From an optimization exercise on the open Yosys and OpenROAD flow, aimed at small area, a short achievable clock period and few clock cycles; shortcuts taken in it are not production practice.
RTL that was checked went through simulation tests only; none was proved equivalent to the original.
Power is estimated from default activity; no workload was simulated.

==> run a <==
==> flow/design.v <==
module processor(
input clock,
input reset,
output [11:2] imem_addr,
input [31:0] imem_rdata,
output [31:0] dmem_addr,
output [31:0] dmem_wdata,
output [3:0] dmem_wstrb,
input [31:0] dmem_rdata,
output wb_en,
output [4:0] wb_reg,
output [31:0] wb_data
);
reg  [31:2] pc;         
reg  [31:0] ir;         
reg         vD;         
reg  [31:2] pcD;        
reg  [31:0] aE;         
reg  [31:0] bE;         
reg  [31:0] sE;         
reg  [15:0] iE;         
reg  [4:0]  rdE;        
reg         weE;        
reg         ldE;        
reg         subE;       
reg         unsE;       
reg         selAdd, selLogic, selSlt, selShift, selLink;
reg  [1:0]  logicE;     
reg         shLeftE, shArithE;
reg         stE;        
reg  [1:0]  sizeE;      
reg         ldSignE;    
reg         brE;        
reg         predE;      
reg         beqE, bneE, blezE, bgtzE, bltzE, bgezE;
reg  [31:0] mRes;       
reg  [31:0] mData;      
reg  [3:0]  mStrb;      
reg         mLoad, mSign;
reg  [1:0]  mSize;
reg         mWe;
reg  [4:0]  mRd;
reg         wEn;
reg  [4:0]  wReg;
reg  [31:0] wData;
reg  [31:0] rf [1:31];
wire [31:0] resE;       
wire [31:0] mVal;       
wire        redirect;   
wire [31:2] redirPc;
wire [5:0] op  = ir[31:26];
wire [4:0] rs  = ir[25:21];
wire [4:0] rt  = ir[20:16];
wire [4:0] rd  = ir[15:11];
wire [5:0] fn  = ir[5:0];
wire [15:0] imm = ir[15:0];
wire rtype   = (op == 6'h00);
wire regimm  = (op == 6'h01);
wire isJ     = (op == 6'h02);
wire isJal   = (op == 6'h03);
wire isBeq   = (op == 6'h04);
wire isBne   = (op == 6'h05);
wire isBlez  = (op == 6'h06);
wire isBgtz  = (op == 6'h07);
wire isAddi  = (op == 6'h08) || (op == 6'h09);
wire isSlti  = (op == 6'h0a);
wire isSltiu = (op == 6'h0b);
wire isAndi  = (op == 6'h0c);
wire isOri   = (op == 6'h0d);
wire isXori  = (op == 6'h0e);
wire isLui   = (op == 6'h0f);
wire isLoad  = (op[5:3] == 3'b100);
wire isStore = (op[5:3] == 3'b101);
wire isBr    = regimm || isBeq || isBne || isBlez || isBgtz;
wire rAdd   = rtype && (fn[5:2] == 4'b1000);             
wire rLogic = rtype && (fn[5:2] == 4'b1001);             
wire rSlt   = rtype && (fn[5:1] == 5'b10101);            
wire rShift = rtype && (fn[5:3] == 3'b000) && (fn != 6'h01) && (fn != 6'h05);
wire rShImm = rShift && !fn[2];                          
wire rJr    = rtype && (fn == 6'h08);
wire rJalr  = rtype && (fn == 6'h09);
wire isJr   = rJr || rJalr;
wire immOp  = isAddi || isSlti || isSltiu || isAndi || isOri || isXori || isLui || isLoad || isStore;
wire zext   = isAndi || isOri || isXori;
wire sub    = (rAdd && fn[1]) || rSlt || isSlti || isSltiu;
wire useRs  = !(isJ || isJal || isLui || rShImm);
wire useRt  = rtype || isBeq || isBne || isStore;
reg  [4:0] dst;
always @(*) begin
	dst = 5'd0;
	if (rAdd || rLogic || rSlt || rShift || rJalr) dst = rd;
	else if (isAddi || isSlti || isSltiu || isAndi || isOri || isXori || isLui || isLoad) dst = rt;
	else if (isJal) dst = 5'd31;
end
reg  [31:0] rsRf, rtRf;
integer k;
always @(*) begin
	rsRf = 32'd0;
	rtRf = 32'd0;
	for (k = 1; k < 32; k = k + 1) begin
		rsRf = rsRf | ({32{rs == k}} & rf[k]);
		rtRf = rtRf | ({32{rt == k}} & rf[k]);
	end
end
wire eRs = weE && (rdE == rs);
wire eRt = weE && (rdE == rt);
wire mRs = mWe && (mRd == rs);
wire mRt = mWe && (mRd == rt);
wire stall = vD && ((ldE && ((eRs && useRs) || (eRt && useRt))) || (isJr && eRs));
wire [31:0] rsM   = mRs ? mVal : rsRf;
wire [31:0] rsVal = eRs ? resE : rsM;
wire [31:0] rtVal = eRt ? resE : (mRt ? mVal : rtRf);
wire [31:0] immX = isLui ? {imm, 16'd0} : zext ? {16'd0, imm} : {{16{imm[15]}}, imm};
wire [31:0] opB  = immOp ? immX : rtVal;
wire [31:2] pcInc = pc + 30'd1;
wire [31:2] brTgtD = pcD + 30'd1 + {{14{imm[15]}}, imm};
wire [31:2] jTgtD  = {{4{ir[25]}}, ir[25:0]};
wire predTaken = isBr && imm[15];           
reg  [31:2] nextPc;
always @(*) begin
	if (redirect) nextPc = redirPc;
	else if (stall) nextPc = pc;
	else if (vD && (isJ || isJal)) nextPc = jTgtD;
	else if (vD && isJr) nextPc = rsM[31:2];
	else if (vD && predTaken) nextPc = brTgtD;
	else nextPc = pcInc;
end
assign imem_addr = pc[11:2];
wire [31:0] A = aE;
wire [31:0] B = bE;
wire [32:0] sum;
wire [31:0] pg0 = A ^ B;
wire [31:0] gs [0:5];
wire [31:0] ps [0:5];
assign gs[0] = A & B;
assign ps[0] = pg0;
genvar lv, bi;
generate for (lv = 0; lv < 5; lv = lv + 1) begin : ks
	for (bi = 0; bi < 32; bi = bi + 1) begin : b
		if (bi >= (1 << lv)) begin : c
			assign gs[lv+1][bi] = gs[lv][bi] | (ps[lv][bi] & gs[lv][bi - (1 << lv)]);
			assign ps[lv+1][bi] = ps[lv][bi] & ps[lv][bi - (1 << lv)];
		end else begin : p
			assign gs[lv+1][bi] = gs[lv][bi];
			assign ps[lv+1][bi] = ps[lv][bi];
		end
	end
end endgenerate
wire [31:0] cy = gs[5] | (ps[5] & {32{subE}});
assign sum[31:0] = pg0 ^ {cy[30:0], subE};
assign sum[32] = cy[31];
wire ltu = ~sum[32];
wire lts = (A[31] == B[31]) ? A[31] : sum[31];
wire lt  = unsE ? ltu : lts;
reg [31:0] logicR;
always @(*) begin
	case (logicE)
		2'd0: logicR = A & B;
		2'd1: logicR = A | B;
		2'd2: logicR = A ^ B;
		default: logicR = ~(A | B);
	endcase
end
wire [4:0] shamt = A[4:0];
wire [31:0] shIn, shR;
wire [32:0] shOut = $signed({shArithE & sE[31], shIn}) >>> shamt;
genvar gi;
generate for (gi = 0; gi < 32; gi = gi + 1) begin : rev
	assign shIn[gi] = shLeftE ? sE[31-gi] : sE[gi];
	assign shR[gi]  = shLeftE ? shOut[31-gi] : shOut[gi];
end endgenerate
wire [31:2] pcDInc = pcD + 30'd1;
assign resE = ({32{selAdd}}   & sum[31:0])
            | ({32{selLogic}} & logicR)
            | ({32{selSlt}}   & {31'd0, lt})
            | ({32{selShift}} & shR)
            | ({32{selLink}}  & {pcDInc, 2'b00});
wire eq = (A == sE);
wire taken = (beqE & eq) | (bneE & ~eq) | (blezE & (A[31] | eq)) |
             (bgtzE & ~A[31] & ~eq) | (bltzE & A[31]) | (bgezE & ~A[31]);
assign redirect = brE && (taken != predE);
assign redirPc  = taken ? (pcD + {{14{iE[15]}}, iE}) : pcDInc;
reg [3:0] strb;
always @(*) begin
	case (sizeE)
		2'd0: strb = 4'b0001 << sum[1:0];
		2'd1: strb = sum[1] ? 4'b1100 : 4'b0011;
		default: strb = 4'b1111;
	endcase
end
assign dmem_addr  = mRes;
assign dmem_wdata = mData;
assign dmem_wstrb = mStrb;
wire [31:0] ldW = dmem_rdata;
wire [15:0] ldH = mRes[1] ? ldW[31:16] : ldW[15:0];
wire [7:0]  ldB = mRes[0] ? ldH[15:8] : ldH[7:0];
reg  [31:0] ldR;
always @(*) begin
	case (mSize)
		2'd0: ldR = {{24{mSign & ldB[7]}}, ldB};
		2'd1: ldR = {{16{mSign & ldH[15]}}, ldH};
		default: ldR = ldW;
	endcase
end
assign mVal = mLoad ? ldR : mRes;
always @(posedge clock)
	if (mWe) rf[mRd] <= mVal;
assign wb_en   = wEn;
assign wb_reg  = wReg;
assign wb_data = wData;
wire go = vD && !stall;     
always @(posedge clock or posedge reset) begin
	if (reset) begin
		pc  <= 30'h00100000;    
		vD  <= 1'b0;
		weE <= 1'b0; stE <= 1'b0; ldE <= 1'b0; brE <= 1'b0;
		mStrb <= 4'd0; mWe <= 1'b0; mLoad <= 1'b0;
		wEn <= 1'b0;
	end else begin
		pc  <= nextPc;
		vD  <= !redirect;
		weE <= go && (dst != 5'd0);
		stE <= go && isStore;
		ldE <= go && isLoad;
		brE <= go && isBr;
		mStrb <= stE ? strb : 4'd0;
		mWe <= weE;
		mLoad <= ldE;
		wEn <= mWe;
	end
end
always @(posedge clock) begin
	if (!stall) begin
		ir  <= {imem_rdata[7:0], imem_rdata[15:8], imem_rdata[23:16], imem_rdata[31:24]};
		pcD <= pc;
	end
	aE <= rShImm ? {27'd0, ir[10:6]} : rsVal;
	bE <= sub ? ~opB : opB;
	sE <= rtVal;
	iE <= imm;
	rdE <= dst;
	subE <= sub;
	unsE <= (rSlt && fn[0]) || isSltiu;
	selAdd <= rAdd || isAddi || isLoad || isStore;
	selLogic <= rLogic || isAndi || isOri || isXori || isLui;
	logicE <= rLogic ? fn[1:0] : isAndi ? 2'd0 : isXori ? 2'd2 : 2'd1;
	selSlt <= rSlt || isSlti || isSltiu;
	selShift <= rShift;
	selLink <= isJal || rJalr;
	shLeftE <= (fn[1:0] == 2'b00);
	shArithE <= fn[0];
	sizeE <= op[1:0];
	ldSignE <= !op[2];
	predE <= predTaken;
	beqE  <= isBeq;
	bneE  <= isBne;
	blezE <= isBlez;
	bgtzE <= isBgtz;
	bltzE <= regimm && !rt[0];
	bgezE <= regimm && rt[0];
	mRes  <= resE;
	mData <= (sizeE == 2'd0) ? {4{sE[7:0]}} : (sizeE == 2'd1) ? {2{sE[15:0]}} : sE;
	mSize <= sizeE;
	mSign <= ldSignE;
	mRd   <= rdE;
	wReg  <= mRd;
	wData <= mVal;
end
endmodule
==> flow/flow/run.sh <==
#!/bin/bash
set -euo pipefail
MARGIN=$(cat flow/margin.txt)
bash standard.sh SETUP_SLACK_MARGIN="$MARGIN" finish > flow_make.log 2>&1
==> flow/flow/margin.txt <==
6.5
==> flow/standard.sh <==
#!/bin/bash
# synth_recipe.tcl (not shown) runs the flow's synth.tcl, then flattens the netlist and writes it again
# the make line also repeats each setting of config.mk as NAME=value (left out here)
make -C /OpenROAD-flow-scripts/flow DESIGN_CONFIG=/design/flow/config.mk WORK_HOME=/design/flow/orfs CLKGATE_MAP_FILE= SYNTH_SCRIPT=/design/flow/synth_recipe.tcl "${@:-finish}"
==> flow/config.mk <==
export PLATFORM = sky130hd
export DESIGN_NAME = processor
export DESIGN_NICKNAME = processor
export VERILOG_FILES = /design/flow/design.v
export SDC_FILE = /design/flow/constraint.sdc
export NUM_CORES = 4
export LEC_CHECK = 0
export CAP_MARGIN = 20
export CORE_MARGIN = 2
export CORE_UTILIZATION = 40
export PLACE_DENSITY = 0.6
export SLEW_MARGIN = 20
export TNS_END_PERCENT = 100
==> flow/constraint.sdc <==
create_clock -name core_clock -period 10.5 [get_ports {clock}]
set_input_delay 2.1000 -clock core_clock [delete_from_list [all_inputs] [get_ports {clock}]]
set_output_delay 2.1000 -clock core_clock [all_outputs]
set_load 0.01 [all_outputs]
==> run b (differences from run a) <==
==> flow/design.v, changed modules only <==
module processor(
input clock,
input reset,
output [11:2] imem_addr,
input [31:0] imem_rdata,
output [31:0] dmem_addr,
output [31:0] dmem_wdata,
output [3:0] dmem_wstrb,
input [31:0] dmem_rdata,
output wb_en,
output [4:0] wb_reg,
output [31:0] wb_data
);
reg  [31:2] pc;         
reg  [31:0] ir;         
reg         vD;         
reg  [31:2] pcD;        
reg  [31:1] rsOH, rtOH; 
reg  [31:0] aE;         
reg  [31:0] bE;         
reg  [31:0] sE;         
reg  [15:0] iE;         
reg  [4:0]  rdE;        
reg         weE;        
reg         ldE;        
reg         subE;       
reg         unsE;       
reg         selAdd, selLogic, selSlt, selShift, selLink;
reg  [1:0]  logicE;     
reg         shLeftE, shArithE;
reg         stE;        
reg  [1:0]  sizeE;      
reg         ldSignE;    
reg         brE;        
reg         predE;      
reg         beqE, bneE, blezE, bgtzE, bltzE, bgezE;
reg  [31:0] mRes;       
reg  [31:0] mData;      
reg  [3:0]  mStrb;      
reg         mLoad;      
reg  [3:0]  mB0;        
reg  [1:0]  mB1;        
reg         mW;         
reg         mX8;        
reg         mX16;       
reg         mSB, mSH;   
reg         mWe;
reg  [4:0]  mRd;
reg         wEn;
reg  [4:0]  wReg;
reg  [31:0] wData;
reg  [31:0] rf [1:31];
wire [31:0] resE;       
wire [31:0] mVal;       
wire        redirect;   
wire [31:2] redirPc;
wire [5:0] op  = ir[31:26];
wire [4:0] rs  = ir[25:21];
wire [4:0] rt  = ir[20:16];
wire [4:0] rd  = ir[15:11];
wire [5:0] fn  = ir[5:0];
wire [15:0] imm = ir[15:0];
wire rtype   = (op == 6'h00);
wire regimm  = (op == 6'h01);
wire isJ     = (op == 6'h02);
wire isJal   = (op == 6'h03);
wire isBeq   = (op == 6'h04);
wire isBne   = (op == 6'h05);
wire isBlez  = (op == 6'h06);
wire isBgtz  = (op == 6'h07);
wire isAddi  = (op == 6'h08) || (op == 6'h09);
wire isSlti  = (op == 6'h0a);
wire isSltiu = (op == 6'h0b);
wire isAndi  = (op == 6'h0c);
wire isOri   = (op == 6'h0d);
wire isXori  = (op == 6'h0e);
wire isLui   = (op == 6'h0f);
wire isLoad  = (op[5:3] == 3'b100);
wire isStore = (op[5:3] == 3'b101);
wire isBr    = regimm || isBeq || isBne || isBlez || isBgtz;
wire rAdd   = rtype && (fn[5:2] == 4'b1000);             
wire rLogic = rtype && (fn[5:2] == 4'b1001);             
wire rSlt   = rtype && (fn[5:1] == 5'b10101);            
wire rShift = rtype && (fn[5:3] == 3'b000) && (fn != 6'h01) && (fn != 6'h05);
wire rShImm = rShift && !fn[2];                          
wire rJr    = rtype && (fn == 6'h08);
wire rJalr  = rtype && (fn == 6'h09);
wire isJr   = rJr || rJalr;
wire immOp  = isAddi || isSlti || isSltiu || isAndi || isOri || isXori || isLui || isLoad || isStore;
wire zext   = isAndi || isOri || isXori;
wire sub    = (rAdd && fn[1]) || rSlt || isSlti || isSltiu;
wire useRs  = !(isJ || isJal || isLui || rShImm);
wire useRt  = rtype || isBeq || isBne || isStore;
reg  [4:0] dst;
always @(*) begin
	dst = 5'd0;
	if (rAdd || rLogic || rSlt || rShift || rJalr) dst = rd;
	else if (isAddi || isSlti || isSltiu || isAndi || isOri || isXori || isLui || isLoad) dst = rt;
	else if (isJal) dst = 5'd31;
end
reg  [31:0] rsRf, rtRf;
integer k;
always @(*) begin
	rsRf = 32'd0;
	rtRf = 32'd0;
	for (k = 1; k < 32; k = k + 1) begin
		rsRf = rsRf | ({32{rsOH[k]}} & rf[k]);
		rtRf = rtRf | ({32{rtOH[k]}} & rf[k]);
	end
end
wire eRs = weE && (rdE == rs);
wire eRt = weE && (rdE == rt);
wire mRs = mWe && (mRd == rs);
wire mRt = mWe && (mRd == rt);
wire wRs = wEn && (wReg == rs);
wire wRt = wEn && (wReg == rt);
wire stall = vD && ((ldE && ((eRs && useRs) || (eRt && useRt))) || (isJr && (eRs || mRs)));
wire [31:0] rsBase = wRs ? wData : rsRf;
wire [31:0] rtBase = wRt ? wData : rtRf;
wire [31:0] rsVal = eRs ? resE : mRs ? mVal : rsBase;
wire [31:0] rtVal = eRt ? resE : mRt ? mVal : rtBase;
wire [31:0] immX = isLui ? {imm, 16'd0} : zext ? {16'd0, imm} : {{16{imm[15]}}, imm};
wire [31:0] opB  = immOp ? immX : rtVal;
wire [31:2] pcInc = pc + 30'd1;
wire [31:2] brTgtD = pcD + 30'd1 + {{14{imm[15]}}, imm};
wire [31:2] jTgtD  = {{4{ir[25]}}, ir[25:0]};
wire predTaken = isBr && imm[15];           
reg  [31:2] pcOther;
always @(*) begin
	if (redirect) pcOther = redirPc;
	else if (stall) pcOther = pc;
	else if (vD && (isJ || isJal)) pcOther = jTgtD;
	else if (vD && predTaken) pcOther = brTgtD;
	else pcOther = pcInc;
end
wire selJr = vD && isJr && !redirect && !stall;
wire [31:2] nextPc = selJr ? rsBase[31:2] : pcOther;
assign imem_addr = pc[11:2];
wire [31:0] A = aE;
wire [31:0] B = bE;
wire [32:0] sum;
wire [31:0] pg0 = A ^ B;
wire [31:0] gs [0:5];
wire [31:0] ps [0:5];
assign gs[0] = A & B;
assign ps[0] = pg0;
genvar lv, bi;
generate for (lv = 0; lv < 5; lv = lv + 1) begin : ks
	for (bi = 0; bi < 32; bi = bi + 1) begin : b
		if (bi >= (1 << lv)) begin : c
			assign gs[lv+1][bi] = gs[lv][bi] | (ps[lv][bi] & gs[lv][bi - (1 << lv)]);
			assign ps[lv+1][bi] = ps[lv][bi] & ps[lv][bi - (1 << lv)];
		end else begin : p
			assign gs[lv+1][bi] = gs[lv][bi];
			assign ps[lv+1][bi] = ps[lv][bi];
		end
	end
end endgenerate
wire [31:0] cy = gs[5] | (ps[5] & {32{subE}});
assign sum[31:0] = pg0 ^ {cy[30:0], subE};
assign sum[32] = cy[31];
wire ltu = ~sum[32];
wire lts = (A[31] == B[31]) ? A[31] : sum[31];
wire lt  = unsE ? ltu : lts;
reg [31:0] logicR;
always @(*) begin
	case (logicE)
		2'd0: logicR = A & B;
		2'd1: logicR = A | B;
		2'd2: logicR = A ^ B;
		default: logicR = ~(A | B);
	endcase
end
wire [4:0] shamt = A[4:0];
wire [31:0] shIn, shR;
wire [32:0] shOut = $signed({shArithE & sE[31], shIn}) >>> shamt;
genvar gi;
generate for (gi = 0; gi < 32; gi = gi + 1) begin : rev
	assign shIn[gi] = shLeftE ? sE[31-gi] : sE[gi];
	assign shR[gi]  = shLeftE ? shOut[31-gi] : shOut[gi];
end endgenerate
wire [31:2] pcDInc = pcD + 30'd1;
assign resE = ({32{selAdd}}   & sum[31:0])
            | ({32{selLogic}} & logicR)
            | ({32{selSlt}}   & {31'd0, lt})
            | ({32{selShift}} & shR)
            | ({32{selLink}}  & {pcDInc, 2'b00});
wire eq = (A == sE);
wire taken = (beqE & eq) | (bneE & ~eq) | (blezE & (A[31] | eq)) |
             (bgtzE & ~A[31] & ~eq) | (bltzE & A[31]) | (bgezE & ~A[31]);
assign redirect = brE && (taken != predE);
assign redirPc  = taken ? (pcD + {{14{iE[15]}}, iE}) : pcDInc;
reg [3:0] strb;
always @(*) begin
	case (sizeE)
		2'd0: strb = 4'b0001 << sum[1:0];
		2'd1: strb = sum[1] ? 4'b1100 : 4'b0011;
		default: strb = 4'b1111;
	endcase
end
assign dmem_addr  = mRes;
assign dmem_wdata = mData;
assign dmem_wstrb = mStrb;
wire [7:0] L0 = dmem_rdata[7:0];
wire [7:0] L1 = dmem_rdata[15:8];
wire [7:0] L2 = dmem_rdata[23:16];
wire [7:0] L3 = dmem_rdata[31:24];
wire [7:0] ldB0 = ({8{mB0[0]}} & L0) | ({8{mB0[1]}} & L1) | ({8{mB0[2]}} & L2) | ({8{mB0[3]}} & L3);
wire [7:0] ldB1 = ({8{mB1[0]}} & L1) | ({8{mB1[1]}} & L3);
wire ext = (mSB & ldB0[7]) | (mSH & ldB1[7]);
wire nl = !mLoad;
assign mVal[7:0]   = ldB0 | ({8{nl}} & mRes[7:0]);
assign mVal[15:8]  = ldB1 | ({8{mX8 & ext}}) | ({8{nl}} & mRes[15:8]);
assign mVal[31:16] = ({16{mW}} & {L3, L2}) | ({16{mX16 & ext}}) | ({16{nl}} & mRes[31:16]);
always @(posedge clock)
	if (wEn) rf[wReg] <= wData;
assign wb_en   = wEn;
assign wb_reg  = wReg;
assign wb_data = wData;
wire [4:0] fRs = {imem_rdata[1:0], imem_rdata[15:13]};
wire [4:0] fRt = imem_rdata[12:8];
integer j;
wire go = vD && !stall;     
always @(posedge clock or posedge reset) begin
	if (reset) begin
		pc  <= 30'h00100000;    
		vD  <= 1'b0;
		weE <= 1'b0; stE <= 1'b0; ldE <= 1'b0; brE <= 1'b0;
		mStrb <= 4'd0; mWe <= 1'b0; mLoad <= 1'b0;
		wEn <= 1'b0;
	end else begin
		pc  <= nextPc;
		vD  <= !redirect;
		weE <= go && (dst != 5'd0);
		stE <= go && isStore;
		ldE <= go && isLoad;
		brE <= go && isBr;
		mStrb <= stE ? strb : 4'd0;
		mWe <= weE;
		mLoad <= ldE;
		wEn <= mWe;
	end
end
always @(posedge clock) begin
	if (!stall) begin
		ir  <= {imem_rdata[7:0], imem_rdata[15:8], imem_rdata[23:16], imem_rdata[31:24]};
		pcD <= pc;
		for (j = 1; j < 32; j = j + 1) begin
			rsOH[j] <= (fRs == j);
			rtOH[j] <= (fRt == j);
		end
	end
	aE <= rShImm ? {27'd0, ir[10:6]} : rsVal;
	bE <= sub ? ~opB : opB;
	sE <= rtVal;
	iE <= imm;
	rdE <= dst;
	subE <= sub;
	unsE <= (rSlt && fn[0]) || isSltiu;
	selAdd <= rAdd || isAddi || isLoad || isStore;
	selLogic <= rLogic || isAndi || isOri || isXori || isLui;
	logicE <= rLogic ? fn[1:0] : isAndi ? 2'd0 : isXori ? 2'd2 : 2'd1;
	selSlt <= rSlt || isSlti || isSltiu;
	selShift <= rShift;
	selLink <= isJal || rJalr;
	shLeftE <= (fn[1:0] == 2'b00);
	shArithE <= fn[0];
	sizeE <= op[1:0];
	ldSignE <= !op[2];
	predE <= predTaken;
	beqE  <= isBeq;
	bneE  <= isBne;
	blezE <= isBlez;
	bgtzE <= isBgtz;
	bltzE <= regimm && !rt[0];
	bgezE <= regimm && rt[0];
	mRes  <= resE;
	mData <= (sizeE == 2'd0) ? {4{sE[7:0]}} : (sizeE == 2'd1) ? {2{sE[15:0]}} : sE;
	mB0   <= {4{ldE}} & ((sizeE == 2'd0) ? (4'b0001 << sum[1:0]) :
	                     (sizeE == 2'd1) ? {1'b0, sum[1], 1'b0, !sum[1]} : 4'b0001);
	mB1   <= {2{ldE}} & ((sizeE == 2'd1) ? {sum[1], !sum[1]} : (sizeE == 2'd3) ? 2'b01 : 2'b00);
	mW    <= ldE && (sizeE == 2'd3);
	mX8   <= ldE && (sizeE == 2'd0);
	mX16  <= ldE && (sizeE != 2'd3);
	mSB   <= ldE && ldSignE && (sizeE == 2'd0);
	mSH   <= ldE && ldSignE && (sizeE == 2'd1);
	mRd   <= rdE;
	wReg  <= mRd;
	wData <= mVal;
end
endmodule
==> flow/flow/run.sh (replaced) <==
#!/bin/bash
set -euo pipefail
MARGIN=$(cat flow/margin.txt)
bash standard.sh SETUP_SLACK_MARGIN="$MARGIN" "BUFFER_PORTS_ARGS=-buffer_cell sky130_fd_sc_hd__buf_2" finish > flow_make.log 2>&1
==> flow/flow/margin.txt (replaced) <==
7.0
==> comparison <==
In run a the via count is higher than in run b, by 2.0%.
In run b the maximum frequency is larger than in run a, by about 11%.
First-iteration DRC count: run a is lower than run b (0.58%).
In run b the clock-buffer cell count is lower than in run a, by 20.
In run a the final cell count is higher than in run b, by 3.3%.
Of run a and run b, run b has the higher combinational power (gap 21%, measured against run b).
Of run a and run b, run b has the higher critical path depth (gap 3).
Run a completed without violations. Run b produced a clean layout.
Power: run b is larger than run a (11%).
Between run b and run a, the lower non-clock buffer count is in run a (gap 193).
Between run a and run b, the lower clock skew is in run b (gap 0.0050 ns).
==> figures <==
metric                                                                          run b           run a
Weighted congestion at the end of routability-driven global placement            1.02           0.997
Achievable clock frequency                                                    266 MHz         239 MHz
Count of state elements after synthesis                                          1412            1342
Overall die area                                                         175000 sq um    175000 sq um
Per-cell routed wire length                                                   42.6 um         42.0 um
Routed length on met2                                                          145 mm          148 mm
Post-synthesis sequential area ratio                                            0.578           0.549
Net switching power                                                           7.00 mW         6.21 mW
CP dominant cell by count                                                       buf_4           buf_6
Result of the run                                                      finished clean  finished clean
Metal1 wirelength                                                              117 mm          120 mm
Gate count after technology mapping                                              5639            6142
GRT Util Overall                                                                0.395           0.405
Worst-case setup margin in the final layout                                   6.74 ns         6.32 ns
Post-CTS Setup Repair Bufs                                                        193              67
End of the worst hold path                                                    wReg[2]           mSign
First-pass detailed-route iteration total                                          13              11
Met2 usage in global routing                                                    0.559           0.570
Share of total power in combinational logic                                     0.343           0.298
Vert. Die Dim                                                                  418 um          418 um
Count of cell types in the netlist                                                 97              93
Number of clock buffers in the layout                                             187             207
Testbench counts of run b, summed over its fixed seeds: cycles 99,900.
The RTL of run a was laid out without a check of its function.

re-timing with driven ports:
In the flow no input, the clock included, has a driving cell. The finished layouts below were timed again as built, in two steps.
Step 1 assumes that a clkbuf_16 drives the clock port and a buf_2 every other input.
Step 2, shift: input delay + t, output delay - t, t = (earliest + latest rising clock arrival at the registers) / 2. This alone moves slack from input paths to output paths.
a / b / c = ideal / step 1 / step 2; a / b = the first two.
| run | t, ns | slack for setup (ns) | hold slack, ns | worst data-port slew with drivers (ns) | pins driven straight from the clock port |
|---|---|---|---|---|---|
| run a | 0.905 | 6.323 / 6.323 / 5.621 | 0.373 / 0.373 / 0.373 | 0.07 | 1 |
| run b | 0.909 | 6.736 / 6.736 / 6.055 | 0.392 / 0.392 / 0.392 | 0.09 | 1 |
After both steps every run listed still meets setup and hold. The setup slack of run a, which loses most, moves by 0.000 ns with the drivers and by -0.702 ns with both steps.
